Source: an optimization exercise on an open RTL-to-GDS flow (aim: small area, a short achievable clock period and few clock cycles per item). Production flows keep margins and buffers that such runs may drop. The RTL was checked by simulation tests, not by an equivalence proof against the original design.

==> flow/design.v (outline; a module is shown in full before it is edited, if it fits) <==
// module fa: 4 lines
// module ha: 4 lines
// module hai: 4 lines
// module qsel: 7 lines
// module bc: 4 lines
// module gc: 3 lines
// module sq_mod_p: 1143 lines
// module sq_mod_q: 1773 lines
// module crt_s: 1071 lines
// module crt_x: 486 lines
// module decode_7seg: 26 lines
// module bbs_generator: 60 lines
module bbs_generator(
    input  wire CLOCK_50,
    input  wire res,
    input  wire [63:0] seed,
    output wire [9:0] LEDR,
    output reg  valid,
    output wire [63:0] x_out,
    output wire [6:0] HEX0,
    output wire [6:0] HEX1,
    output wire [6:0] HEX2,
    output wire [6:0] HEX3,
    output wire [6:0] HEX4,
    output wire [6:0] HEX5
);
  // ...
==> flow/run.sh <==
#!/bin/bash
# synth_recipe.tcl (not shown) runs the flow's synth.tcl, then flattens the netlist and writes it again
# the make line also repeats each setting of config.mk as NAME=value (left out here)
make -C /OpenROAD-flow-scripts/flow DESIGN_CONFIG=/design/flow/config.mk WORK_HOME=/design/flow/orfs CLKGATE_MAP_FILE= SYNTH_SCRIPT=/design/flow/synth_recipe.tcl finish
==> flow/config.mk <==
export PLATFORM = sky130hd
export DESIGN_NAME = bbs_generator
export DESIGN_NICKNAME = bbs_generator
export VERILOG_FILES = /design/flow/design.v
export SDC_FILE = /design/flow/constraint.sdc
export NUM_CORES = 4
export LEC_CHECK = 0
export CAP_MARGIN = 20
export CORE_MARGIN = 2
export CORE_UTILIZATION = 60
export SETUP_SLACK_MARGIN = 3
export SLEW_MARGIN = 20
export SYNTH_HIERARCHICAL = 1
export SYNTH_MINIMUM_KEEP_SIZE = 0
==> flow/constraint.sdc <==
create_clock -name core_clock -period 12.0 [get_ports {CLOCK_50}]
set_input_delay 2.4000 -clock core_clock [delete_from_list [all_inputs] [get_ports {CLOCK_50}]]
set_output_delay 2.4000 -clock core_clock [all_outputs]
set_load 0.01 [all_outputs]
==> impl_metrics.ini, run 1 <==
[cells_and_area]
multi_input_area_share_pct = 78.52
seq_share_pct = 6.077
seq_cells = 151
seq_area_um2 = 3860
n_all_buffers = 509
final_cell_mix = 1310 x fa_1, 1092 x nand2_1, 569 x inv_1
final_cells = 7032
final_common_cell = fa_1
fillers = 7008

[logic_synthesis]
syn_avg_cell_area_um2 = 10.17
syn_area_um2 = 55700
synth.top_cell.area_share_pct = 50.50
synthCells = 5475
synthTopCellsByArea = fa_1 50%, ha_1 7.9%, nand2_1 7.5%

[floorplan]
coreArea_um2 = 91800
fp-row-count = 111
die_w_um = 308.7
die_y_um = 308.7

[detailed_routing]
num_vias = 42720
final_antenna_net_count = 0
top_layer = met5

[cts]
path_clk_slew_ns = 0.07
clockBufferDepth = 2
insertion_delay_ns = 0.52
clockRootBuffer = clkbuf_16

[grt]
grt_pass1_vias = 45260
busiest_layer = met2

[sta]
finalSetupViolations = 0
fmax_mhz = 111.0
finalWorstPathRequiredPeriod_ns = 9.007

[setup_path]
slowest_delay_ns = 0.56
end_kind = flip-flop
rr_startpoint = b_reg[17]$_DFF_PP0_
startpoint_type = flip-flop
r2r_cells = 30

[status]
status = finished clean

[hold_path]
hold_depth = 1
Testbench counts, summed over its fixed seeds: cycles 216, numbers 192.
==> inputs of run 2 (changes only) <==
--- a/flow/config.mk
+++ b/flow/config.mk
@@ -8,7 +8,7 @@
 export CAP_MARGIN = 20
 export CORE_MARGIN = 2
 export CORE_UTILIZATION = 60
-export SETUP_SLACK_MARGIN = 3
+export SETUP_SLACK_MARGIN = 2.5
 export SLEW_MARGIN = 20
 export SYNTH_HIERARCHICAL = 1
 export SYNTH_MINIMUM_KEEP_SIZE = 0
==> run 2 against run 1 <==
  * Core utilization down 3.5 points
  * Cell count down 2.8%
  * Cell area down 5.1%
  * Critical path type is now flip-flop to output port
  * Die area unchanged
  * Highest routed layer unchanged
  * Register-to-register slack worse by 0.23 ns
  * Fmax down 3.9%
  * Still clean on timing, DRC and antenna
  * Area after synthesis unchanged
==> impl_metrics.ini, run 2 <==
[detailed_routing]
viasPerCell = 5.968
drt_first_pass_iters = 6
drc_errors = 0
drtIter0Drc = 3539
num_vias = 40800
drt_wl_total_um = 174900
wl_per_cell_um = 25.58
final_antenna_net_count = 0

[cts]
ctsHoldBuffers = 0
cts_buffers = 17
clockRootBuffer = clkbuf_16
insertion_delay_ns = 0.52
clockBufferDepth = 2
htree_num_levels = 4
cts_sinks = 151
cts_tree = built
path_clk_slew_ns = 0.07

[sta]
worst_slack_ns = 2.625
fin_skew_ns = 0.02295
finalSetupViolations = 0
hold_violations = 0
totalNegativeSetupSlack_ns = 0
hold_slack_ns = 0.4802
fmax_mhz = 106.7
finalWorstPathRequiredPeriod_ns = 9.375
worst_pin_slew_ns = 0.9886
grt_setup_unrepaired = yes
fin_crit_sh_pct = 78.13
slew_violations = 0
relSlewSlack_pct = 34.09

[logic_synthesis]
ys_async_sr_fraction_pct = 100.0
syn_area_um2 = 55700
syn_avg_cell_area_um2 = 10.17
synth_ff_type = dfrtp_1
ys_seq_area_share_pct = 6.784
ys_ff_latch = 151
synth.top_cell.area_share_pct = 50.50
synth.most_common_cell = fa_1
yosysWarnings = 8
synthTopCellsByArea = fa_1 50%, ha_1 7.9%, nand2_1 7.5%
ys_top_cells_by_count = 1405 x fa_1, 1106 x nand2_1, 604 x inv_1
synthCells = 5475
synthDistinctLibCells = 65
synth_edf_count = 0
yosysTopAreaCell = fa_1

[setup_path]
cp.arrival_ns = 6.98
path_cells = inv_1 -> fa_1 -> fa_1 -> ha_1 -> ha_1 -> a21o_1 -> a21o_1 -> a21o_1 -> a21o_4 -> a21o_1 -> a21o_1 -> xnor2_2 -> ha_1 -> xor2_1 -> xnor2_1 -> ha_1 -> a21o_1 -> a31oi_2 -> ha_1 -> nor2b_4 -> nand3_1 -> nor4_2 -> xnor2_1 -> clkdlybuf4s50_1
startpoint_type = flip-flop
worstPathRequired_ns = 9.60
slowest_delay_ns = 0.56
critPathKind = flip-flop to output port
crit_slowest_cell = clkdlybuf4s50_1
crit_fanout = 17
path_delay_family = adder cells
crit_top_cell = a21o_1
cp_num_buf_inv = 2
end_kind = output port

[grt]
grt_pass1_wl_um = 270900
grt_use_total_pct = 38.69
grt_pass1_vias = 44620
overflow = 0
grt_max_degree = 70
antenna_found_initial = 1

[floorplan]
coreArea_um2 = 91800
die_area_um2 = 95280
die_y_um = 308.7
die_w_um = 308.7
pin_count = 183
initial_core_util_pct = 60.67
fp-row-count = 111

[status]
status = finished clean

[cells_and_area]
syn_to_final_growth_pct = 8.255
final_area_um2 = 60300
nNetsFinal = 7402
final_cell_mix = 1400 x fa_1, 1104 x nand2_1, 589 x inv_1
utilization_pct = 65.68
final_common_cell = fa_1
drive_gt1_share_pct = 7.188
final_cells = 6836
antenna_cells = 0

[placement]
hpwl_um = 138700
pre_cts_ws_ns = 1.834
gp_congestion = 1.027
dp_cells = 6760
place_area_um2 = 58670
port_buffers = 172

[job]
drv_cap = 0

[hold_path]
hold_path.class = flip-flop to flip-flop
[run 2: changes by cell type in the layout (fill, tap and decap cells not counted), sizes merged]
cell / before / now
diode: 2 / 0
buf: 322 / 141
bufbuf: 6 / 0
dlymetal6s2s: 7 / 9
clkdlybuf4s50: 147 / 163
clkinvlp: 17 / 11
clkbuf: 46 / 21
inv: 601 / 607
[run 2: final timing paths]
path	startpoint	to	slack, ns	depth (start not counted)
worst max-delay path	s_reg[9]$_DFF_PP0_	x_out[48]	2.62	24
worst min-delay path	phase[0]$_DFFE_PP0N_	phase[0]$_DFFE_PP0N_	0.48	1
worst max register to register	b_reg[29]$_DFF_PP0_	b_reg[30]$_DFF_PP0_	2.76	28
worst min register to register	phase[0]$_DFFE_PP0N_	phase[0]$_DFFE_PP0N_	0.48	1
max in group asynchronous	res	b_reg[23]$_DFF_PP0_	8.39	3
min in group asynchronous	res	a_reg[5]$_DFF_PP0_	2.23	2
[run 2: cell families (layout without fill, tap and decap cells)]
kind of cell / count (synthesis) / in the layout / synth area share (%)
xor gates and xnor gates: 237 / 237 / 3.754
and+or+nand+nor: 1849 / 1850 / 15.79
other: 3 / 19 / 0.02022
buffers and inverters: 855 / 956 / 6.115
adders and majority gates: 1757 / 1757 / 58.40
muxes: 29 / 29 / 0.8379
DFF: 151 / 151 / 6.784
AOI/OAI and AO/OA: 594 / 594 / 8.300
[run 2: layer usage]
metal | GRT usage (%) | wire (µm)
met5 | 0 | 9
met4 | 16.91 | 8316
met3 | 11.97 | 20260
met2 | 58.44 | 78630
met1 | 51.97 | 67670
[run 2: final cells by class]
| cell class | count | area [µm²] |
|---|---|---|
| clock inverter | 13 | 136.4 |
| sequential | 151 | 3830 |
| fill | 7434 | 31510 |
| multi-input combinational | 4486 | 48870 |
| timing repair buffer | 315 | 3127 |
| inverter | 609 | 2321 |
| clock buffer | 19 | 452.9 |
| tap | 1243 | 1555 |
[run 2: what timing repair did]
action                     in CTS  in global routing
setup buffers                   6                 36
setup endpoints to repair      85                 84
resized for setup              53                136
cloned                          1                  1
pin swaps                       3                  2
[run 2: per-module statistics from Yosys, one instance, submodules excluded, a selection]
module | cell area, µm² | cells | flops+latches | times used
gc | 7.507 | 1 | 0 | 64
bbs_generator | 5583 | 415 | 151 | 1
sq_mod_p | 3837 | 873 | 0 | 1
ha | 12.51 | 1 | 0 | 220
bc | 13.76 | 2 | 0 | 347
crt_x | 1142 | 162 | 0 | 1
crt_s | 1725 | 247 | 0 | 1
hai | 27.53 | 5 | 0 | 71
sq_mod_q | 3899 | 867 | 0 | 1

-- afterwards: timing with drivers on the ports --
In the flow no input, the clock included, has a driving cell. The finished layouts below were timed again as built, in two steps. Step 1 (the two cells are an assumption about what drives the block):
set clk [get_ports {CLOCK_50}]
set_driving_cell -lib_cell sky130_fd_sc_hd__clkbuf_16 $clk
set_driving_cell -lib_cell sky130_fd_sc_hd__buf_2 [delete_from_list [all_inputs] $clk]
Step 2, shift: input delay + t, output delay - t, t = (earliest + latest rising clock arrival at the registers) / 2. This alone moves slack from input paths to output paths. Three values: ideal, step 1, step 2; two values: the first two.
| run | t, ns | slack for setup (ns) | worst hold slack (ns) | worst setup path at the end | pins driven straight from the clock port |
|---|---|---|---|---|---|
| run 1 | 0.585 | 2.993 / 2.993 / 2.609 | 0.479 / 0.479 / 0.479 | input to register | 1 |
| run 2 | 0.577 | 2.625 / 2.553 / 2.433 | 0.480 / 0.480 / 0.480 | input to register | 1 |
After both steps every run listed still meets setup and hold. For run 1, which loses most, drivers alone change the setup slack by 0.000 ns; drivers and shift together by -0.384 ns.
